Context: an optimization exercise on an open-source flow, tuned for small area and a short achievable clock period. The choices shown serve that exercise and are no tape-out recipe. Function was checked by simulation only, so behaviour that the tests miss may differ from the original. Power figures rest on the tool's default switching activity, not on a simulated workload.

==> flow/design.v (outline; a module is shown in full before it is edited, if it fits) <==
// module dsp_mult: 2024 lines
// module fa: 10 lines
// module ha: 9 lines
module dsp_mult #
(
    parameter WIDTH = 32
)
(
    input  wire                  clk,
    input  wire                  rst,
    input  wire [WIDTH-1:0]      input_a_tdata,
    input  wire                  input_a_tvalid,
    output wire                  input_a_tready,
    input  wire [WIDTH-1:0]      input_b_tdata,
    input  wire                  input_b_tvalid,
    output wire                  input_b_tready,
    input  wire [WIDTH-1:0]      input_c_tdata,
    input  wire                  input_c_tvalid,
    output wire                  input_c_tready,
    output wire [(WIDTH*2)-1:0]  output_tdata,
    output reg                   output_tvalid,
    input  wire                  output_tready
);
  // ...
==> flow/flow/run.sh <==
#!/bin/bash
# The standard layout (the standard.sh, unchanged synthesis) with two changes:
#  - the port buffers that global placement inserts are plain buf_1 cells instead
#    of the delay buffers buffer_ports picks by default;
#  - timing repair aims for a setup margin of 5.5 ns (the period less 5.5 ns).
set -euo pipefail
export BUFFER_PORTS_ARGS="-buffer_cell sky130_fd_sc_hd__buf_1"
export SETUP_SLACK_MARGIN=5.5
bash standard.sh > standard.log 2>&1
==> flow/standard.sh <==
#!/bin/bash
# synth_recipe.tcl (not shown) runs the flow's synth.tcl, then flattens the netlist and writes it again
# the make line also repeats each setting of config.mk as NAME=value (left out here)
make -C /OpenROAD-flow-scripts/flow DESIGN_CONFIG=/design/flow/config.mk WORK_HOME=/design/flow/orfs CLKGATE_MAP_FILE= SYNTH_SCRIPT=/design/flow/synth_recipe.tcl "${@:-finish}"
==> flow/config.mk <==
export PLATFORM = sky130hd
export DESIGN_NAME = dsp_mult
export DESIGN_NICKNAME = dsp_mult
export VERILOG_FILES = /design/flow/design.v
export SDC_FILE = /design/flow/constraint.sdc
export NUM_CORES = 4
export LEC_CHECK = 0
export ABC_AREA = 1
export CAP_MARGIN = 20
export CORE_MARGIN = 2
export CORE_UTILIZATION = 65
export CTS_BUF_LIST = sky130_fd_sc_hd__clkbuf_8
export CTS_CLUSTER_DIAMETER = 50
export CTS_CLUSTER_SIZE = 24
export SLEW_MARGIN = 20
export SYNTH_HIERARCHICAL = 1
==> flow/constraint.sdc <==
create_clock -name core_clock -period 9.5 [get_ports {clk}]
set_input_delay 1.9000 -clock core_clock [delete_from_list [all_inputs] [get_ports {clk}]]
set_output_delay 1.9000 -clock core_clock [all_outputs]
set_load 0.01 [all_outputs]
==> summary.txt, run 1 <==
Run status:
- The flow ran to the end and the layout has no timing, DRC or antenna violations.

Timing:
- Setup repair after global routing could not meet its margin everywhere.
- The clock arrives with about 0.066 ns of skew.
- The total count of max-transition violations in the final report is 0.

Finish:
- After routing the design area is ~32000 um^2.
- The core utilization of the finished layout is between 60% and 70%.
- The number of fill cells in the layout is around 3400.
- The antenna diode count is 0.
- At the end of the flow, the number of nets in the layout was roughly 3400.
- The largest registers in the layout are r3 x64, r4 x64.

Floorplanning:
- Row generation in the floorplan step produced 78 rows.
- The die boundary height is around 220 um.

Synthesis:
- The number of enable-type register cells in the synthesized netlist is 0.
- The synthesized design spends more area on one cell type than any other, namely sky130_fd_sc_hd__fa_1.
- When the netlist entered floorplanning its net count stood at 3422.
- The synthesized netlist devotes 16.9% of its cell area to XOR and XNOR gates.
- The share of the synthesized area in the top cell type is 33.0%.
- The number of instances in the synthesized netlist is roughly 2700.

Worst setup path:
- The signal on the critical path passes through buf_6 > nand2_2 > inv_1 > buf_2.
- Following the worst setup path forward leads to its endpoint at input_b_tready.
- The number of buffers and inverters on the critical path is 3.

Power and ir drop:
- The peak ir drop on the vdd network is 0.000256 V.
- The clock group total power is 1040 uW.

Place:
- Summed over all nets, the half-perimeter wirelength after detailed placement is roughly 55 mm.
- The number of input and output port buffers inserted is 169.

Global route:
- The first global-routing pass estimated between 100 and 150 mm of wire.

Route:
- The detailed router put a total of about 33 mm of wire on met1.

Clock tree:
- The H-tree was split into 2 levels.
- The TritonCTS sink count is 374.
- Clock tree synthesis selected as its root buffer the cell sky130_fd_sc_hd__clkbuf_8.
==> run 2: changes to the inputs <==
--- a/flow/config.mk
+++ b/flow/config.mk
@@ -12,4 +12,2 @@
 export CTS_BUF_LIST = sky130_fd_sc_hd__clkbuf_8
-export CTS_CLUSTER_DIAMETER = 50
-export CTS_CLUSTER_SIZE = 24
 export SLEW_MARGIN = 20
==> run 2 against run 1 <==
Net effect: utilization up 1.1 points; sequential power about the same; sequential share of layout area down 0.36 points; maximum frequency down 0.23%; non-clock buffer count down 2; critical endpoint unchanged; largest power group unchanged.
==> summary.txt, run 2 <==
Run status:
- Status: finished clean (unchanged).

Synthesis:
- The share of the synthesized netlist area taken by xor and xnor gates is 16.9% (unchanged).
- The flop and latch count out of synthesis was 374 (unchanged).
- The share of the synthesized area in the top cell type came to 33.0% (unchanged).
- The proportion of register bits with asynchronous set or reset after synthesis is 0% (unchanged).
- The number of enable-type register cells in the synthesized netlist was 0 (unchanged).
- Ranking of synthesized cells by instance count: sky130_fd_sc_hd__xor2_1 (528), sky130_fd_sc_hd__o22ai_1 (496), sky130_fd_sc_hd__fa_1 (488) (unchanged).
- The number of instances in the synthesized netlist was 2719 (unchanged).
- The adder-cell area share of the yosys netlist was 37.8% (unchanged).
- The count of synthesis-stage warnings from yosys was 7 (unchanged).
- The cell area after synthesis is 29600 um^2 (unchanged).
- The largest area contributor in the synthesized netlist is sky130_fd_sc_hd__fa_1 (unchanged).
- The most frequently used flop master after synthesis is sky130_fd_sc_hd__dfxtp_1 (unchanged).
- The post-synthesis cell type count was 34 (unchanged).
- The synthesized net count is 3422 (unchanged).
- Cell types occupying the most area after synthesis: sky130_fd_sc_hd__fa_1 (33%), sky130_fd_sc_hd__dfxtp_1 (25%), sky130_fd_sc_hd__xor2_1 (16%), sky130_fd_sc_hd__o22ai_1 (10%), sky130_fd_sc_hd__ha_1 (4.8%) (unchanged).
- The most common cell in the synthesized netlist is sky130_fd_sc_hd__xor2_1 (unchanged).
- The synthesized-area fraction occupied by ao, oa, aoi and oai cells was 11.8% (unchanged).
- The simple-gate area share of the yosys netlist came to 2.53% (unchanged).
- The main combinational cell family by area after synthesis is adder cells (unchanged).
- The sequential fraction of the synthesis area was 25.3% (unchanged).
- The post-synthesis average cell area came to 10.9 um^2 (unchanged).
- The portion of netlist area occupied by mux cells came to 0% (unchanged).

Floorplanning:
- The die boundary height is 217 um (unchanged).
- The placeable core region is 45200 um^2 (unchanged).
- The effective utilization at floorplan came to 65.5% (unchanged).
- The die width is 217 um (unchanged).
- The total die area was 47200 um^2 (unchanged).
- The number of top-level pins came to 170 (unchanged).
- The number of core rows is 78 (unchanged).

Clock tree:
- The TritonCTS sink count came to 374 (unchanged).
- The maximum level of the CTS H-tree is 2 (unchanged).
- The clock latency on the worst-skew pair came to 0.70 ns (was 0.66 ns).
- The CTS buffer count came to 58 (was 34).
- The maximum clock path buffer count is 3 (unchanged).
- The clock transition at the registers of the reported paths is 0.06 ns (was 0.09 ns).
- The clock root buffer is sky130_fd_sc_hd__clkbuf_8 (unchanged).
- The clock tree from TritonCTS is built (unchanged).

Timing:
- The post-route clock period utilization came to 43.5% (was 43.4%).
- Unrepaired setup endpoints after global routing: true (unchanged).
- The total negative setup slack came to 0 ns (unchanged).
- The actual slew at the worst max-slew pin came to 0.823 ns (was 0.834 ns).
- The number of setup violations in the final report came to 0 (unchanged).
- The worst slack on hold paths came to 0.321 ns (was 0.325 ns).
- The total count of max-transition violations in the final report came to 0 (unchanged).
- The total count of hold-check failures in the final report was 0 (unchanged).
- The worst setup skew after layout is 0.0494 ns (was 0.0657 ns).
- The tightest slew margin relative to the limit is 45.1% (was 44.4%).
- The highest clock frequency the design can meet was 242 MHz (about the same).
- The post-layout minimum cycle time is 4.14 ns (was 4.13 ns).

Route:
- The per-cell routed wire length is 26.8 um (was 27.0 um).
- The count of antenna-violating nets left after detailed routing came to 0 (unchanged).
- The number of DRC markers after the initial detailed-route iteration was 2921 (was 3070).
- The number of optimization iterations in the first detailed-route pass is 8 (was 6).
- The total detailed-routing wirelength is 91.1 mm (was 90.8 mm).
- The final routed DRC violation total is 0 (unchanged).
- The detailed-route via count came to 22500 (was 22400).
- The mean number of vias per cell is 6.62 (was 6.66).

Global route:
- The number of antenna violations at the first check in global routing is 1 (unchanged).
- The leftover overflow at the end of global routing is 0 (unchanged).
- The first-pass GRT wire length is 139 mm (was 138 mm).
- The largest net degree at the start of global routing is 35 (unchanged).
- The overall global routing resource usage is 39.1% (was 38.9%).
- The number of global-route vias before repair is 24300 (was 24000).

Finish:
- The number of fill cells in the layout is 3305 (was 3374).
- Leading registers by flop count: r3 x64, r4 x64 (unchanged).
- The layout net count is 3462 (was 3440).
- The share of layout cells above drive strength 1 is 9.31% (was 8.29%).
- The antenna diode count is 0 (unchanged).
- The area of the multi-input gates is 20400 um^2 (about the same).
- Commonest cells after routing, fill and taps aside: sky130_fd_sc_hd__xor2_1 (528), sky130_fd_sc_hd__o22ai_1 (496), sky130_fd_sc_hd__fa_1 (488) (unchanged).
- The leading cell type in the layout, fill and taps excluded is sky130_fd_sc_hd__xor2_1 (unchanged).
- The post-synthesis to final-layout area growth came to 8.33% (was 6.68%).
- The sequential standard cell area is 7610 um^2 (about the same).

Worst setup path:
- The data arrival time of the critical path was 2.24 ns (was 2.23 ns).
- The largest fanout on the critical path is 2 (unchanged).
- The category of the critical setup timing path is in -> out (unchanged).
- The worst path required time is 7.60 ns (about the same).
- The critical path capture point type is an output pin (unchanged).
- The nature of the critical path startpoint is an input port (unchanged).

Flow run:
- The total of max-cap violations came to 0 (unchanged).

Place:
- The global placer's final weighted congestion is 0.941 (unchanged).
- The detailed placer's ending HPWL is 55.5 mm (unchanged).
- The number of input and output port buffers inserted is 169 (unchanged).

Power and ir drop:
- The peak ir drop on the vdd network is 0.000255 V (was 0.000256 V).
- The areal power density over the cells is 371 nW/um^2 (was 363 nW/um^2).
- The leakage component of the power is 0.0135 uW (was 0.0132 uW).

Min path:
- The path type of the worst min-delay path is reg -> reg (unchanged).
[run 2: cell count changes in the layout (fill, tap and decap cells not counted), sizes merged]
cell	change
clkbuf	+36
clkinv	+7
buf	-2
clkinvlp	-3
inv	-2
bufinv	+5
[run 2: critical path, stage by stage]
cell,delay (ns)
sky130_fd_sc_hd__clkbuf_2,0.11
sky130_fd_sc_hd__nand2_1,0.07
sky130_fd_sc_hd__inv_1,0.03
sky130_fd_sc_hd__buf_2,0.13
[run 2: Yosys stat by module (local to each module, per instance)]
module | flip-flops and latches | copies in the design | cell area, um^2 | cells
ha | 0 | 44 | 12.5 | 1
fa | 0 | 462 | 20.0 | 1
dsp_mult | 374 | 1 | 19800 | 2213
[run 2: where the power goes]
group	internal (uW)	switching, uW	total [uW]
clock	818	657	1480
combinational	3380	4290	7670
sequential	2410	351	2760
[run 2: routing by layer]
layer	global-route usage, %	routed length [um]
met1	51.1	33700
met2	56.4	38300
met3	15.6	13600
met4	19.8	5530
met5	0.521	0
[run 2: area by class of cell]
| class | count | area share, % |
|---|---|---|
| clock buffers | 70 | 3.01 |
| clock inverters | 35 | 1.05 |
| repair buffers | 252 | 4.20 |
| multi-input cells | 1910 | 63.7 |
| inverters | 163 | 1.93 |
| well taps | 600 | 2.34 |
| flip-flops and latches | 374 | 23.8 |
[run 2: final timing paths]
path | startpoint | endpoint | slack [ns] | cells past startpoint
setup / recovery | input_a_tvalid | input_b_tready | 5.36 | 4
hold / removal | r3[46]$_DFF_P_ | r4[46]$_DFF_P_ | 0.32 | 0
setup reg to reg | a1n[7]$_DFF_P_ | cs2_29$_DFF_P_ | 5.56 | 9
hold reg to reg | r3[46]$_DFF_P_ | r4[46]$_DFF_P_ | 0.32 | 0
[run 2: repair_timing]
item                                    in CTS  in global routing
hold buffers                                 0                  0
pin swaps                                    1                  4
setup buffers                               26                  4
gates resized for setup                     14                 53
endpoints found under the hold margin        0                  0
endpoints found under the setup margin      14                 33
[run 2: cells by family after synthesis]
kind of cell | after synthesis
compound gates | 562
xor+xnor | 570
fa+ha+maj | 601
buf+inv | 435
flops | 374
simple gates | 177
[run 2: through the flow]
stage | cells | total power, uW | area (um^2) | worst slack, ns | util, %
5_1_grt | 3404 | 13100 | 32100 | 5.36 | 70.9
3_5_place_dp | 3269 | 10400 | 30300 | 5.31 | 67.2
2_1_floorplan | 2719 | 7950 | 29600 | 5.57 | -
3_3_place_gp | 3269 | 10100 | 30300 | 5.30 | 67.2
6_report | 3404 | 11900 | 32100 | 5.36 | 70.9
4_1_cts | 3400 | 12000 | 31900 | 5.39 | 70.5

re-timing with driven ports:
The results above use ideal ports. As a check the final layouts listed here were re-extracted and re-timed, cells and wires unchanged.
Step 1: set_driving_cell puts a clkbuf_16 on clk and a buf_2 on each other input, an assumption about the parent block.
Step 2 moves the port delays by t, midway between the first and last clock arrival at a register: inputs arrive t later, outputs are due t later. That takes back most of the time a late clock gives input paths.
Three values: ideal, step 1, step 2; two values: the first two.
run | shift t [ns] | setup slack, ns | worst register clock-pin slew, ns | worst data-port slew with drivers (ns)
run 1 | 0.685 | 5.372 / 5.311 / 4.816 | 0.12 / 0.12 | 0.08
run 2 | 0.732 | 5.363 / 5.333 / 4.730 | 0.08 / 0.08 | 0.06
After both steps every run listed still meets setup and hold. The setup slack of run 2, which loses most, moves by -0.030 ns with the drivers and by -0.633 ns with both steps.
